Background: an optimization exercise with open tools, aiming at small area, a short achievable clock period and few clock cycles per item. Do not read the settings as production practice. RTL that was checked went through simulation tests only; none was proved equivalent to the original. No activity file was given, so power comes from the tool's default toggle rates.

==> inputs of 08-23 <==
// IOTDF
module IOTDF( clk, rst, in_en, iot_in, fn_sel, busy, valid, iot_out);
clock: 6.0 ns
lec_check: 0
cap_margin: 20
core_margin: 2
core_utilization: 35
setup_slack_margin: 3.6
slew_margin: 20
run.sh (not shown) runs the stock make flow with config.mk's settings and CLKGATE_MAP_FILE= SYNTH_SCRIPT=/design/flow/synth_recipe.tcl, a recipe that flattens the netlist after the stock synthesis.
==> 01-07: changes against 08-23 <==
--- a/flow/design.v
+++ b/flow/design.v
@@ -8,13 +8,13 @@
 output         busy;
 output         valid;
 output [127:0] iot_out;
 reg [127:0] A, B, C;
 reg [7:0] Ax;
 reg [3:0] cnt;
-reg dcy, ld, valid_r, pg, gt1, gt2;
+reg dcy, dcy_d, ld, valid_r, pg, gt1, gt2;
 reg [2:0] grp;
 reg f12, fdec, f3, f45, fmin;
 assign busy = 1'b0;
 assign valid = valid_r;
 assign iot_out = C;
 always @(posedge clk) begin
@@ -28,42 +28,53 @@
 always @(posedge clk) Ax <= A[7:0];
 reg mBA, mBC, mBB, mCA, mCB, mCC;
 wire [7:0] Bin = ({8{mBA}} & Ax) | ({8{mBC}} & C[7:0]) | ({8{mBB}} & B[7:0]);
 wire [7:0] Cin = ({8{mCA}} & Ax) | ({8{mCB}} & B[7:0]) | ({8{mCC}} & C[7:0]);
 wire [7:0] a8 = A[127:120];
 wire c1 = (cnt == 4'd1);
-wire g1 = (a8 > Cin) | ((a8 == Cin) & gt1 & ~c1);
-wire g2 = (a8 > Bin) | ((a8 == Bin) & gt2 & ~c1);
+wire gtA = (a8 > Ax), eqA = (a8 == Ax);
+wire gtB = (a8 > B[7:0]), eqB = (a8 == B[7:0]);
+wire gtC = (a8 > C[7:0]), eqC = (a8 == C[7:0]);
+wire gtCin = (mCA & gtA) | (mCB & gtB) | (mCC & gtC);
+wire eqCin = (mCA & eqA) | (mCB & eqB) | (mCC & eqC);
+wire gtBin = (mBA & gtA) | (mBC & gtC) | (mBB & gtB);
+wire eqBin = (mBA & eqA) | (mBC & eqC) | (mBB & eqB);
+wire g1 = gtCin | (eqCin & gt1 & ~c1);
+wire g2 = gtBin | (eqBin & gt2 & ~c1);
 wire x1 = g1 ^ fmin;    
 wire x2 = g2 ^ fmin;    
 wire first = (grp == 3'd0);
 wire second = (grp == 3'd1);
 wire nCA = first ? 1'b0 : second ? x2 : x1;
 wire nCB = first ? 1'b1 : second ? ~x2 : 1'b0;
 wire nBA = first ? 1'b1 : second ? ~x2 : (~x1 & x2);
 wire nBC = first ? 1'b0 : second ? 1'b0 : x1;
 wire wdone = in_en & (cnt == 4'd15);
-always @(posedge clk) begin
-	if (dcy) begin
+always @(posedge clk or posedge rst) begin
+	if (rst) begin
+		mCA <= 1'b0; mCB <= 1'b0; mCC <= 1'b1;
+		mBA <= 1'b0; mBC <= 1'b0; mBB <= 1'b1;
+	end else if (dcy) begin
 		mCA <= nCA; mCB <= nCB; mCC <= ~(nCA | nCB);
 		mBA <= nBA; mBC <= nBC; mBB <= ~(nBA | nBC);
 	end
 end
 always @(posedge clk or posedge rst) begin
 	if (rst) begin
-		cnt <= 4'd0; dcy <= 1'b0; ld <= 1'b0; valid_r <= 1'b0; pg <= 1'b0;
+		cnt <= 4'd0; dcy <= 1'b0; dcy_d <= 1'b0; ld <= 1'b0; valid_r <= 1'b0; pg <= 1'b0;
 		grp <= 3'd0; gt1 <= 1'b0; gt2 <= 1'b0;
 	end else begin
 		cnt <= cnt + {3'd0, in_en};
 		dcy <= wdone;
+		dcy_d <= dcy;
 		if (dcy) ld <= 1'b1;
 		if (dcy) grp <= grp + 3'd1;
 		if (dcy & (grp == 3'd7)) pg <= 1'b1;
 		gt1 <= g1;
 		gt2 <= g2;
-		valid_r <= (f12 & dcy & ld) | (f3 & dcy) | (f45 & dcy & pg & (first | second));
+		valid_r <= (f12 & dcy & ld) | (f3 & dcy_d) | (f45 & dcy & pg & (first | second));
 	end
 end
 wire [3:0] cntn = cnt + {3'd0, in_en};
 wire s1n = (cntn == 4'd1) | (cntn == 4'd8) | (cntn == 4'd15);
 reg bLe, bLd, bLp, bRnd, sh, sh1, e1, e2, d1, d2, cD, cDe, cDd;
 always @(posedge clk) begin
@@ -272,14 +283,16 @@
 	4'd13: crc_in = {a8[0] ^ a8[2] ^ a8[3] ^ a8[5] ^ a8[6], a8[0] ^ a8[1] ^ a8[3] ^ a8[4] ^ a8[6] ^ a8[7]};
 	4'd14: crc_in = {a8[0] ^ a8[1] ^ a8[3] ^ a8[4] ^ a8[6] ^ a8[7], a8[1] ^ a8[2] ^ a8[4] ^ a8[5] ^ a8[7]};
 	4'd15: crc_in = {a8[1] ^ a8[2] ^ a8[4] ^ a8[5] ^ a8[7], a8[0] ^ a8[2] ^ a8[3] ^ a8[5] ^ a8[6]};
 	4'd0: crc_in = {a8[0] ^ a8[2] ^ a8[3] ^ a8[5] ^ a8[6], a8[0] ^ a8[1] ^ a8[3] ^ a8[4] ^ a8[6] ^ a8[7]};
 	endcase
 end
-wire [1:0] crc_old = (cnt == 4'd1) ? 2'b00 : C[2:1];
-wire [1:0] crc_new = crc_old ^ crc_in;
+reg [1:0] crc_c;
+always @(posedge clk) crc_c <= crc_in;
+wire [1:0] crc_old = (cnt == 4'd2) ? 2'b00 : C[2:1];
+wire [1:0] crc_new = crc_old ^ crc_c;
 wire [127:0] Bn, Cn;
 assign Bn[0] = (sh & B[8]) | (bLp & A[56]);
 assign Bn[1] = (sh & B[9]) | (bLp & A[58]);
 assign Bn[2] = (sh & B[10]) | (bLp & A[60]);
 assign Bn[3] = (sh & B[11]) | (bLp & A[62]);
 assign Bn[4] = (bLe & A[79]) | (bLd & A[71]) | (sh1 & B[12]) | (e2 & B[20]) | (d1 & B[93]) | (d2 & B[85]);
==> flow/config.mk (replaced) <==
export PLATFORM = sky130hd
export DESIGN_NAME = IOTDF
export DESIGN_NICKNAME = IOTDF
export VERILOG_FILES = /design/flow/design.v
export SDC_FILE = /design/flow/constraint.sdc
export NUM_CORES = 4
export LEC_CHECK = 0
export CAP_MARGIN = 20
export CORE_MARGIN = 2
export CORE_UTILIZATION = 50
export CTS_CLUSTER_DIAMETER = 100
export CTS_CLUSTER_SIZE = 20
export PLACE_DENSITY = 0.7
export SETUP_SLACK_MARGIN = 3.8
export SLEW_MARGIN = 20
export TNS_END_PERCENT = 0
==> run summary <==
metric	08-23	01-07
Overall die height	247 um	205 um
Worst EP arrival	3.37 ns	1.20 ns
Proportion of power drawn by the clock network	21.2%	14.4%
Met1 routed wirelength after detailed routing	33400 um	29000 um
Clock tree skew after final layout	0.0412 ns	0.0420 ns
Cell count of the worst reg-to-reg path	10	9
Post-Syn Area per Cell	9.28 um^2	9.18 um^2
Power density normalized to cell area	480 nW/um^2	484 nW/um^2
Count of buffers not belonging to the clock network in the layout	402	347
Non-clock buffering overhead in the final layout	12.0%	10.5%
Post-synth top area share	39.3%	40.4%
Outcome	complete, no violations	complete, no violations
Static leakage power	0.0106 uW	0.0100 uW
Largest stage delay, worst path	0.51 ns	0.36 ns
Routed wire length on met2	36200 um	32200 um
Sequential cells	426	429
Pin count of the biggest net entering global routing	96	101
M1 GR Usage	33.9%	45.9%
Metal3 WL	6470 um	6770 um
Fraction of final layout cells sized beyond drive strength 1	32.2%	31.1%
Cell with the largest stage delay on the worst path	sky130_fd_sc_hd__or4b_4	sky130_fd_sc_hd__dfxtp_4
Total power consumption of the routed design	13100 uW	12300 uW
DP Area	22300 um^2	21500 um^2
Xor-xnor portion of the synthesized cell area	8.23%	8.36%
Count of H-tree levels built during CTS	2	1
Testbench counts of 01-07, summed over its fixed seeds: cycles 41,936, items 1,792.
Function not checked in 08-23: the RTL went through the layout flow alone.

* * *

==> inputs of v6 <==
IOTDF with an RTL version that a note above also has.
// IOTDF
module IOTDF( clk, rst, in_en, iot_in, fn_sel, busy, valid, iot_out);
Settings: LEC_CHECK=0, CAP_MARGIN=20, CORE_MARGIN=2, CORE_UTILIZATION=50, CTS_CLUSTER_DIAMETER=120, CTS_CLUSTER_SIZE=25, PLACE_DENSITY=0.7, SETUP_SLACK_MARGIN=3.8, SLEW_MARGIN=20, TNS_END_PERCENT=0; clock period 6.0 ns.
==> v37 (differences from v6) <==
--- a/flow/design.v
+++ b/flow/design.v
@@ -7,15 +7,15 @@
 input  [2:0]   fn_sel;
 output         busy;
 output         valid;
 output [127:0] iot_out;
 reg [127:0] A, B, C;
 reg [7:0] Ax;
 reg [3:0] cnt;
-reg dcy, dcy_d, ld, valid_r, pg, gt1, gt2;
+reg dcy, ld, valid_r, pg, gt1, gt2;
 reg [2:0] grp;
 reg f12, fdec, f3, f45, fmin;
 assign busy = 1'b0;
 assign valid = valid_r;
 assign iot_out = C;
 always @(posedge clk) begin
 	f12  <= (fn_sel == 3'd1) || (fn_sel == 3'd2);
@@ -56,26 +56,25 @@
 	end else if (dcy) begin
 		mCA <= nCA; mCB <= nCB; mCC <= ~(nCA | nCB);
 		mBA <= nBA; mBC <= nBC; mBB <= ~(nBA | nBC);
 	end
 end
 always @(posedge clk or posedge rst) begin
 	if (rst) begin
-		cnt <= 4'd0; dcy <= 1'b0; dcy_d <= 1'b0; ld <= 1'b0; valid_r <= 1'b0; pg <= 1'b0;
+		cnt <= 4'd0; dcy <= 1'b0; ld <= 1'b0; valid_r <= 1'b0; pg <= 1'b0;
 		grp <= 3'd0; gt1 <= 1'b0; gt2 <= 1'b0;
 	end else begin
 		cnt <= cnt + {3'd0, in_en};
 		dcy <= wdone;
-		dcy_d <= dcy;
 		if (dcy) ld <= 1'b1;
 		if (dcy) grp <= grp + 3'd1;
 		if (dcy & (grp == 3'd7)) pg <= 1'b1;
 		gt1 <= g1;
 		gt2 <= g2;
-		valid_r <= (f12 & dcy & ld) | (f3 & dcy_d) | (f45 & dcy & pg & (first | second));
+		valid_r <= (f12 & dcy & ld) | (f3 & dcy) | (f45 & dcy & pg & (first | second));
 	end
 end
 wire [3:0] cntn = cnt + {3'd0, in_en};
 wire s1n = (cntn == 4'd1) | (cntn == 4'd8) | (cntn == 4'd15);
 reg bLe, bLd, bLp, bRnd, sh, sh1, e1, e2, d1, d2, cD, cDe, cDd;
 always @(posedge clk) begin
 	bLp  <= f12 & wdone;
@@ -282,18 +281,16 @@
 	4'd12: crc_in = {a8[1] ^ a8[2] ^ a8[4] ^ a8[5] ^ a8[7], a8[0] ^ a8[2] ^ a8[3] ^ a8[5] ^ a8[6]};
 	4'd13: crc_in = {a8[0] ^ a8[2] ^ a8[3] ^ a8[5] ^ a8[6], a8[0] ^ a8[1] ^ a8[3] ^ a8[4] ^ a8[6] ^ a8[7]};
 	4'd14: crc_in = {a8[0] ^ a8[1] ^ a8[3] ^ a8[4] ^ a8[6] ^ a8[7], a8[1] ^ a8[2] ^ a8[4] ^ a8[5] ^ a8[7]};
 	4'd15: crc_in = {a8[1] ^ a8[2] ^ a8[4] ^ a8[5] ^ a8[7], a8[0] ^ a8[2] ^ a8[3] ^ a8[5] ^ a8[6]};
 	4'd0: crc_in = {a8[0] ^ a8[2] ^ a8[3] ^ a8[5] ^ a8[6], a8[0] ^ a8[1] ^ a8[3] ^ a8[4] ^ a8[6] ^ a8[7]};
 	endcase
 end
-reg [1:0] crc_c;
-always @(posedge clk) crc_c <= crc_in;
-wire [1:0] crc_old = (cnt == 4'd2) ? 2'b00 : C[2:1];
-wire [1:0] crc_new = crc_old ^ crc_c;
+wire [1:0] crc_old = (cnt == 4'd1) ? 2'b00 : C[2:1];
+wire [1:0] crc_new = crc_old ^ crc_in;
 wire [127:0] Bn, Cn;
 assign Bn[0] = (sh & B[8]) | (bLp & A[56]);
 assign Bn[1] = (sh & B[9]) | (bLp & A[58]);
 assign Bn[2] = (sh & B[10]) | (bLp & A[60]);
 assign Bn[3] = (sh & B[11]) | (bLp & A[62]);
 assign Bn[4] = (bLe & A[79]) | (bLd & A[71]) | (sh1 & B[12]) | (e2 & B[20]) | (d1 & B[93]) | (d2 & B[85]);
 assign Bn[5] = (bLe & A[77]) | (bLd & A[69]) | (sh1 & B[13]) | (e2 & B[21]) | (d1 & B[124]) | (d2 & B[116]);
Settings changed: CORE_UTILIZATION 50 to 35, CTS_CLUSTER_DIAMETER 120 to 100, CTS_CLUSTER_SIZE 25 to 20, PLACE_DENSITY 0.7 to default, SETUP_SLACK_MARGIN 3.8 to 4.5.
==> v29 (differences from v6) <==
--- a/flow/design.v
+++ b/flow/design.v
@@ -7,15 +7,15 @@
 input  [2:0]   fn_sel;
 output         busy;
 output         valid;
 output [127:0] iot_out;
 reg [127:0] A, B, C;
 reg [7:0] Ax;
 reg [3:0] cnt;
-reg dcy, dcy_d, ld, valid_r, pg, gt1, gt2;
+reg dcy, ld, valid_r, pg, gt1, gt2;
 reg [2:0] grp;
 reg f12, fdec, f3, f45, fmin;
 assign busy = 1'b0;
 assign valid = valid_r;
 assign iot_out = C;
 always @(posedge clk) begin
 	f12  <= (fn_sel == 3'd1) || (fn_sel == 3'd2);
@@ -56,26 +56,25 @@
 	end else if (dcy) begin
 		mCA <= nCA; mCB <= nCB; mCC <= ~(nCA | nCB);
 		mBA <= nBA; mBC <= nBC; mBB <= ~(nBA | nBC);
 	end
 end
 always @(posedge clk or posedge rst) begin
 	if (rst) begin
-		cnt <= 4'd0; dcy <= 1'b0; dcy_d <= 1'b0; ld <= 1'b0; valid_r <= 1'b0; pg <= 1'b0;
+		cnt <= 4'd0; dcy <= 1'b0; ld <= 1'b0; valid_r <= 1'b0; pg <= 1'b0;
 		grp <= 3'd0; gt1 <= 1'b0; gt2 <= 1'b0;
 	end else begin
 		cnt <= cnt + {3'd0, in_en};
 		dcy <= wdone;
-		dcy_d <= dcy;
 		if (dcy) ld <= 1'b1;
 		if (dcy) grp <= grp + 3'd1;
 		if (dcy & (grp == 3'd7)) pg <= 1'b1;
 		gt1 <= g1;
 		gt2 <= g2;
-		valid_r <= (f12 & dcy & ld) | (f3 & dcy_d) | (f45 & dcy & pg & (first | second));
+		valid_r <= (f12 & dcy & ld) | (f3 & dcy) | (f45 & dcy & pg & (first | second));
 	end
 end
 wire [3:0] cntn = cnt + {3'd0, in_en};
 wire s1n = (cntn == 4'd1) | (cntn == 4'd8) | (cntn == 4'd15);
 reg bLe, bLd, bLp, bRnd, sh, sh1, e1, e2, d1, d2, cD, cDe, cDd;
 always @(posedge clk) begin
 	bLp  <= f12 & wdone;
@@ -282,18 +281,16 @@
 	4'd12: crc_in = {a8[1] ^ a8[2] ^ a8[4] ^ a8[5] ^ a8[7], a8[0] ^ a8[2] ^ a8[3] ^ a8[5] ^ a8[6]};
 	4'd13: crc_in = {a8[0] ^ a8[2] ^ a8[3] ^ a8[5] ^ a8[6], a8[0] ^ a8[1] ^ a8[3] ^ a8[4] ^ a8[6] ^ a8[7]};
 	4'd14: crc_in = {a8[0] ^ a8[1] ^ a8[3] ^ a8[4] ^ a8[6] ^ a8[7], a8[1] ^ a8[2] ^ a8[4] ^ a8[5] ^ a8[7]};
 	4'd15: crc_in = {a8[1] ^ a8[2] ^ a8[4] ^ a8[5] ^ a8[7], a8[0] ^ a8[2] ^ a8[3] ^ a8[5] ^ a8[6]};
 	4'd0: crc_in = {a8[0] ^ a8[2] ^ a8[3] ^ a8[5] ^ a8[6], a8[0] ^ a8[1] ^ a8[3] ^ a8[4] ^ a8[6] ^ a8[7]};
 	endcase
 end
-reg [1:0] crc_c;
-always @(posedge clk) crc_c <= crc_in;
-wire [1:0] crc_old = (cnt == 4'd2) ? 2'b00 : C[2:1];
-wire [1:0] crc_new = crc_old ^ crc_c;
+wire [1:0] crc_old = (cnt == 4'd1) ? 2'b00 : C[2:1];
+wire [1:0] crc_new = crc_old ^ crc_in;
 wire [127:0] Bn, Cn;
 assign Bn[0] = (sh & B[8]) | (bLp & A[56]);
 assign Bn[1] = (sh & B[9]) | (bLp & A[58]);
 assign Bn[2] = (sh & B[10]) | (bLp & A[60]);
 assign Bn[3] = (sh & B[11]) | (bLp & A[62]);
 assign Bn[4] = (bLe & A[79]) | (bLd & A[71]) | (sh1 & B[12]) | (e2 & B[20]) | (d1 & B[93]) | (d2 & B[85]);
 assign Bn[5] = (bLe & A[77]) | (bLd & A[69]) | (sh1 & B[13]) | (e2 & B[21]) | (d1 & B[124]) | (d2 & B[116]);
Settings changed: CORE_UTILIZATION 50 to 35, CTS_CLUSTER_DIAMETER 120 to 100, CTS_CLUSTER_SIZE 25 to 20, PLACE_DENSITY 0.7 to default.
==> impl_results.md <==
- Inverters, non-clock: 92
- Non-CTS buffers: 351
- Crit-path cells: xor2_4, o22ai_1, a211oi_1, a311oi_1, o211ai_1, xor2_1, o21ai_1
- Mux share of post-synthesis cell area: 0.346%
- Status: complete, no violations
- Average size of a mapped cell: 9.18 um2
- # rows: 73
- Antenna violations before repair: 1
- Multi-input combinational area share: 46.7%
- Placer Congestion: 1.00
- Die Ht: 205 um
- Vias: 19300
- Combinational power share: 53.8%
- Dpl cells: 2656
That was v6.
==> impl_results.md <==
- Multi-input combinational area share: 47.4%
- Non-CTS buffers: 356
- Antenna violations before repair: 2
- Status: complete, no violations
- Placer Congestion: 0.863
- Die Ht: 250 um
- Dpl cells: 3003
That was v29.
==> impl_results.md <==
- Status: complete, no violations
- Combinational power share: 49.8%
- # rows: 90
- Crit-path cells: inv_2, ha_1, and4_4, nand2_2, and2_0, a222oi_1, buf_4, nand4_1, o211a_1, o32ai_2
- Mux share of post-synthesis cell area: 0.924%
- Average size of a mapped cell: 9.17 um2
- Dpl cells: 3003
- Die Ht: 250 um
That was v37.
Testbench counts of v6, summed over its fixed seeds: cycles 41,936, items 1,792.
Testbench counts of v37, summed over its fixed seeds: cycles 41,936, items 1,792.
Testbench counts of v29, summed over its fixed seeds: cycles 41,936, items 1,792.

separate check: timing with driven ports:
No port has a modelled driver above. Below, the same layouts with a new extraction and two added sets of constraints. Step 1 assumes that a clkbuf_16 drives the clock port and a buf_2 every other input. Step 2 times the ports against the registers' clock, not the clock port: input delays grow and output delays shrink by t, the midpoint of the rising clock arrivals with the driver on. a / b / c = ideal / step 1 / step 2; a / b = the first two.
| run | t (ns) | slack for setup (ns) | slew at the worst register clock pin (ns) | worst data-port slew with drivers (ns) |
|---|---|---|---|---|
| 08-23 | 0.651 | 3.062 / 3.062 / 3.062 | 0.07 / 0.07 | 0.04 |
| 01-07 | 0.637 | 3.599 / 3.546 / 3.125 | 0.09 / 0.09 | 0.03 |
| v6 | 0.613 | 3.576 / 3.576 / 3.107 | 0.11 / 0.11 | 0.03 |
| v37 | 0.636 | 3.532 / 3.488 / 3.046 | 0.09 / 0.09 | 0.03 |
| v29 | 0.636 | 3.532 / 3.488 / 3.046 | 0.09 / 0.09 | 0.03 |
After both steps every run listed still meets setup and hold.
